Source: an optimization exercise on an open RTL-to-GDS flow (aim: small area, a short achievable clock period and few clock cycles). Production flows keep margins and buffers that such runs may drop. RTL that was checked went through simulation tests only; none was proved equivalent to the original. Power and IR drop assume default switching activity.

==> flow/design.v <==
module layer1(
input clk,
input reset_n,
input waitrequest,
input readdatavalid,
input [15:0] readdata,
output chipselect,
output [1:0] byteenable,
output reg read_n,
output reg write_n,
output reg [15:0] writedata,
output reg [31:0] address,
input ready,
output reg done
);
	localparam K  = 8;           
	localparam KW = 3;           
	localparam M  = 7;           
	localparam MW = 3;           
	localparam [10:0] IC0   = 11'd992;    
	localparam [10:0] ICEND = 11'd1776;   
	localparam [6:0]  Q0    = 7'd40;      
	localparam [6:0]  QEND  = 7'd65;      
	localparam [17:0] WB0   = 18'd400;    
	localparam [17:0] ROW   = 18'd784;    
	assign chipselect = 1'b1;
	assign byteenable = 2'b11;
	reg run;                  
	reg fin;                  
	reg clr;                  
	reg wph;                  
	reg rq_img, rq_wt, rq_wr;
	wire active = rq_img | rq_wt | rq_wr;
	wire acc_ok = active & ~waitrequest;
	reg [10:0] ic;            
	reg [6:0]  q;             
	reg [17:0] wb;            
	reg [KW-1:0] kk;          
	reg [MW-1:0] ahead;       
	reg [MW-1:0] avail;       
	reg [M-1:0]  mk;
	wire [M+1:0] mkx = {mk, 2'b00};
	wire mk_cur  = mkx[avail + 1];
	wire mk_nxt  = mkx[avail];
	reg [7:0] tg;
	reg [3:0] nq;             
	wire [9:0] tgx = {tg, 2'b00};
	reg rtg;                  
	reg [15:0] acc [0:K-1];
	wire last_k = &kk;
	wire zc   = (avail != 0) & ~mk_cur;
	wire bc   = rq_wt & last_k & acc_ok;
	wire cons = zc | bc;
	wire img_resp = readdatavalid & rtg;
	wire wt_resp  = readdatavalid & ~rtg;
	wire nz = |readdata;
	wire av1      = (avail != 0);
	wire av2      = (avail > 1);
	wire cons_pre = rq_wt ? last_k : (av1 & ~mk_cur);
	wire nxt_nz   = av2 & mk_nxt;
	wire nxt_wt   = rq_wt ? (~last_k | nxt_nz) : (av1 & (mk_cur | nxt_nz));
	wire ic_end   = rq_img ? (ic == ICEND - 1) : (ic == ICEND);
	wire ahead_ok = (rq_img & ~cons_pre) ? (ahead < M - 1) :
	                (~rq_img & cons_pre) ? 1'b1 : (ahead < M);
	wire nxt_img  = ~nxt_wt & ~ic_end & ahead_ok;
	wire slot = ~active | ~waitrequest;
	wire pass_end = run & ~wph & ~active & (ic == ICEND) & (ahead == 0) &
	                (nq == 0);
	reg [17:0] wb_step;
	always @(*) begin
		if (rq_wt & last_k)
			wb_step = 18'd1 - ROW * (K - 1);
		else if (rq_wt | rq_wr)
			wb_step = ROW;
		else
			wb_step = 18'd1;
	end
	wire [17:0] wb_sum = wb + wb_step;
	wire [15:0] acc_sum = acc[0] + readdata;
	wire wb_en = (rq_wt & acc_ok) | (rq_wr & acc_ok & ~last_k) | (~rq_wt & ~rq_wr & zc);
	integer j;
	always @(posedge clk) begin
		if (!reset_n) begin
			run <= 1'b0;
			fin <= 1'b0;
			clr <= 1'b0;
			wph <= 1'b0;
			rq_img <= 1'b0;
			rq_wt <= 1'b0;
			rq_wr <= 1'b0;
		end else if (!run) begin
			if (fin) begin
				if (!ready) fin <= 1'b0;
			end else if (ready) begin
				run <= 1'b1;
				clr <= 1'b1;
				wph <= 1'b0;
			end
		end else begin
			if (clr) begin
				if (last_k) begin
					clr <= 1'b0;
					rq_img <= 1'b1;
				end
			end else if (slot) begin
				if (wph) begin
					if (last_k) begin
						wph <= 1'b0;
						rq_wr <= 1'b0;
						if (q == QEND - 1) begin
							run <= 1'b0;
							fin <= 1'b1;
						end else begin
							rq_img <= 1'b1;
						end
					end
				end else if (pass_end) begin
					wph <= 1'b1;
					rq_wr <= 1'b1;
				end else begin
					rq_wt <= nxt_wt;
					rq_img <= nxt_img;
				end
			end
		end
	end
	always @(posedge clk) begin
		if (!run) begin
			ic <= IC0;
			q <= Q0;
			wb <= WB0;
			kk <= 0;
			ahead <= 0;
			avail <= 0;
			nq <= 0;
		end else begin
			if (rq_img & acc_ok)
				ic <= ic + 1'b1;
			else if (wph & acc_ok & last_k)
				ic <= IC0;
			if (rq_wr & acc_ok & last_k)
				q <= q + 1'b1;
			if (wb_en)
				wb <= wb_sum;
			if (((rq_wt | rq_wr) & acc_ok) | clr)
				kk <= kk + 1'b1;
			ahead <= ahead + (rq_img & acc_ok) - cons;
			avail <= avail + img_resp - cons;
			nq <= nq + ((rq_img | rq_wt) & acc_ok) - readdatavalid;
			if (readdatavalid)
				rtg <= (nq > 1) ? tgx[nq] : rq_img;
			else if (nq == 0)
				rtg <= rq_img;
		end
	end
	always @(posedge clk) begin
		if ((rq_img | rq_wt) & acc_ok)
			tg <= {tg[6:0], rq_img};
		if (img_resp)
			mk <= {mk[M-2:0], nz};
	end
	always @(posedge clk) begin
		if (wt_resp | clr | (rq_wr & acc_ok)) begin
			for (j = 0; j < K - 1; j = j + 1)
				acc[j] <= acc[j + 1];
			acc[K - 1] <= wt_resp ? acc_sum : 16'd0;
		end
	end
	always @(*) begin
		read_n = ~(rq_img | rq_wt);
		write_n = ~rq_wr;
		address = ({32{rq_img}} & {12'd0, 8'h92, ic, 1'b0}) |
		          ({32{rq_wt}}  & {13'd0, wb, 1'b0}) |
		          ({32{rq_wr}}  & {12'd0, 9'hC3, q, kk, 1'b0});
		writedata = acc[0];
		done = fin & ready;
	end
endmodule
Settings: LEC_CHECK=0, ABC_CLOCK_PERIOD_IN_PS=2500, CAP_MARGIN=20, CORE_MARGIN=2, CORE_UTILIZATION=40, PLACE_DENSITY=0.6, SETUP_SLACK_MARGIN=2.7, SLEW_MARGIN=20; clock period 5.0 ns.
standard.sh (not shown) runs the stock make flow with config.mk's settings and CLKGATE_MAP_FILE= SYNTH_SCRIPT=/design/flow/synth_recipe.tcl, a recipe that flattens the netlist after the stock synthesis.
==> flow/flow/run.sh <==
#!/bin/bash
# Layout: the standard flow (standard.sh, synthesis included, unchanged)
# with two resizer choices changed: ports get buf_4 buffers instead of the
# smallest buffer cell, and timing repair may change a cell's footprint when
# it resizes it. The whole make output goes to flow.log; ORFS keeps each
# step's own log under orfs/logs/.
set -euo pipefail
sed 's|"\${@:-finish}"|BUFFER_PORTS_ARGS="-buffer_cell sky130_fd_sc_hd__buf_4" MATCH_CELL_FOOTPRINT=0 "${@:-finish}"|' standard.sh > standard_mod.sh
grep -q 'MATCH_CELL_FOOTPRINT=0' standard_mod.sh
bash standard_mod.sh > flow.log 2>&1
The baseline passed the timing, design-rule and antenna checks.
Edit:
--- a/flow/config.mk
+++ b/flow/config.mk
@@ -12,3 +12,3 @@
 export PLACE_DENSITY = 0.6
-export SETUP_SLACK_MARGIN = 2.7
+export SETUP_SLACK_MARGIN = 2.4
 export SLEW_MARGIN = 20
After rerunning:
- wire length went down by 4.1%
- power went down by 4.3%
- non-clock buffer count decreases by 19
- area after synthesis is unchanged
- cell area goes down by 5.5%
- worst setup slack degrades by 0.11 ns
- sequential power barely changes
- clock power falls by about 7%
- flip-flop and latch count does not change
- global-route usage falls by 0.92 points
Function was not checked in any run of this note: the RTL went through the layout flow alone.

try-tundra:
Another version of the RTL of layer1 (not shown whole).
Size in the first run: roughly 730 cells after synthesis, ~75 I/O pins, about 8800 µm² of cells after synthesis.
export LEC_CHECK = 0
export ABC_CLOCK_PERIOD_IN_PS = 2500
export CAP_MARGIN = 20
export CORE_MARGIN = 2
export CORE_UTILIZATION = 55
export CTS_BUF_LIST = sky130_fd_sc_hd__clkbuf_4 sky130_fd_sc_hd__clkbuf_8
export PLACE_DENSITY = 0.7
export SETUP_SLACK_MARGIN = 2.4
export SLEW_MARGIN = 40
export TNS_END_PERCENT = 10
create_clock -name core_clock -period 5.0 [get_ports {clk}]
Scripts as last shown in full above: flow/flow/run.sh
Testbench counts of try-tundra, summed over its fixed seeds: cycles 953,835.
Setup changes, try-tundra to try-amber
- CORE_UTILIZATION: 55 -> 40
- PLACE_DENSITY: 0.7 -> 0.6
- TNS_END_PERCENT: 10 -> unset
==> summary.txt <==
Comparing try-tundra and try-amber, the higher clock period minus final worst setup slack is on try-tundra.
The run showing the smaller area of the multi-input gates is try-tundra.
try-amber vs try-tundra — count of cells resized by post-cts repair rose about 16%.
Power of try-amber exceeds that of try-tundra by a few percent.
Compared with try-tundra, try-amber shows first-iteration DRC count that has gone down by more than a quarter.
Per the comparison of try-amber with try-tundra, detailed-route via count saw a decrease, core utilization saw a decrease, worst-case hold slack saw a decrease, data-path buffer share of cell area in the final layout rose by 1.3 points, setup slack climbed 13 ps.
Here is what was changed in the inputs of try-onyx compared with try-amber.
- CORE_UTILIZATION: 40 -> 70
- PLACE_DENSITY: 0.6 -> 0.8
Notes after the runs:
- Re wire length of the first global-routing pass: try-amber was higher than try-onyx.
- Compared with try-amber, try-onyx shows leakage power total lower by 0.030 nW.
- In the flow results for try-amber and try-onyx, the number of iterations in the first detailed-routing pass is larger on try-onyx.
- Period utilization (lower): try-amber
- try-amber → try-onyx: critical path arrival went up 140 ps; starting utilization of the core area went up 32 points.
- Reported for try-amber and try-onyx, number of flip-flops and latches turned out identical to the last digit.
- | fraction of area in registers | try-onyx vs try-amber | 1.3 points higher |
- When try-onyx is set beside try-amber, its layout overhead on the synthesized area turns out to be 2.9 points smaller.
- Between try-amber and try-onyx, part of the total power dissipated in combinational logic is higher for try-amber, try-onyx comes in under that.
- try-amber vs try-onyx, worst setup path startpoint: rq_wt$_SDFFE_PN0P_ vs rq_img$_SDFFE_PN0P_
What try-xenon does differently from try-onyx at the input level:
- SLEW_MARGIN: 40 -> 20
- CTS_BUF_LIST: sky130_fd_sc_hd__clkbuf_4 sky130_fd_sc_hd__clkbuf_8 -> unset
- PLACE_DENSITY: 0.8 -> 0.6
- CORE_UTILIZATION: 70 -> 40
==> flow/run.sh (new file) <==
#!/bin/bash
# synth_recipe.tcl (not shown) runs the flow's synth.tcl, then flattens the netlist and writes it again
# the make line also repeats each setting of config.mk as NAME=value (left out here)
make -C /OpenROAD-flow-scripts/flow DESIGN_CONFIG=/design/flow/config.mk WORK_HOME=/design/flow/orfs CLKGATE_MAP_FILE= SYNTH_SCRIPT=/design/flow/synth_recipe.tcl finish
removed: flow/flow/run.sh
removed: flow/standard.sh
### Flow results
Diff try-onyx -> try-xenon | wire length the detailed router placed on met1 | up by more than 10%
Max portion of total power attributed to the clock network across try-xenon and try-onyx: try-xenon
Sort try-xenon and try-onyx by share of cell area taken by flip-flops and latches, descending, and try-onyx comes first.
Here is what was changed in the inputs of try-nickel compared with try-xenon.
- GPL_TIMING_DRIVEN newly set to 0
- PLACE_DENSITY changed from 0.6 to 0.7
- SLEW_MARGIN changed from 20 to 40
- CTS_BUF_LIST newly set to sky130_fd_sc_hd__clkbuf_4 sky130_fd_sc_hd__clkbuf_8
- CORE_UTILIZATION changed from 40 to 55
==> flow/flow/run.sh (new file) <==
#!/bin/bash
# Layout: the standard flow (standard.sh, synthesis included, unchanged)
# with two resizer choices changed: ports get buf_4 buffers instead of the
# smallest buffer cell, and timing repair may change a cell's footprint when
# it resizes it. The whole make output goes to flow.log; ORFS keeps each
# step's own log under orfs/logs/.
set -euo pipefail
sed 's|"\${@:-finish}"|BUFFER_PORTS_ARGS="-buffer_cell sky130_fd_sc_hd__buf_4" MATCH_CELL_FOOTPRINT=0 "${@:-finish}"|' standard.sh > standard_mod.sh
grep -q 'MATCH_CELL_FOOTPRINT=0' standard_mod.sh
bash standard_mod.sh > flow.log 2>&1
==> flow/standard.sh (new file) <==
#!/bin/bash
# synth_recipe.tcl (not shown) runs the flow's synth.tcl, then flattens the netlist and writes it again
# the make line also repeats each setting of config.mk as NAME=value (left out here)
make -C /OpenROAD-flow-scripts/flow DESIGN_CONFIG=/design/flow/config.mk WORK_HOME=/design/flow/orfs CLKGATE_MAP_FILE= SYNTH_SCRIPT=/design/flow/synth_recipe.tcl "${@:-finish}"
removed: flow/run.sh
==> comparison <==
try-nickel vs try-xenon — total length of routed wires climbed by a few percent
[compare] base=try-xenon new=try-nickel: die area now sits lower; setup slack of the critical path after layout now sits lower; measured slew at the worst slew-check pin now sits lower.

[separate check: timing with driven ports]
Ports are ideal in the flow. The routed layouts listed here were re-timed in OpenROAD. Step 1, drivers: a clkbuf_16 drives clk and a buf_2 each remaining input, both assumed. Step 2 times the ports against the registers' clock, not the clock port: input delays grow and output delays shrink by t, the midpoint of the rising clock arrivals with the driver on. a / b / c = ideal / step 1 / step 2; a / b = the first two.
| run | t (ns) | setup slack, ns | latest minus earliest clock arrival (ns) |
|---|---|---|---|
| the first run of note 1 | 0.477 | 2.469 / 2.465 / 2.174 | 0.015 / 0.015 |
| the second run of note 1 | 0.478 | 2.359 / 2.359 / 2.102 | 0.015 / 0.016 |
| try-tundra | 0.504 | 2.414 / 2.375 / 1.977 | 0.015 / 0.014 |
| try-amber | 0.507 | 2.427 / 2.386 / 2.014 | 0.023 / 0.022 |
| try-onyx | 0.508 | 2.286 / 2.251 / 1.962 | 0.021 / 0.021 |
| try-xenon | 0.468 | 2.397 / 2.390 / 1.948 | 0.013 / 0.014 |
| try-nickel | 0.506 | 2.356 / 2.315 / 1.897 | 0.015 / 0.015 |
After both steps every run listed still meets setup and hold. For try-nickel, which loses most, drivers alone change the setup slack by -0.041 ns; drivers and shift together by -0.459 ns.
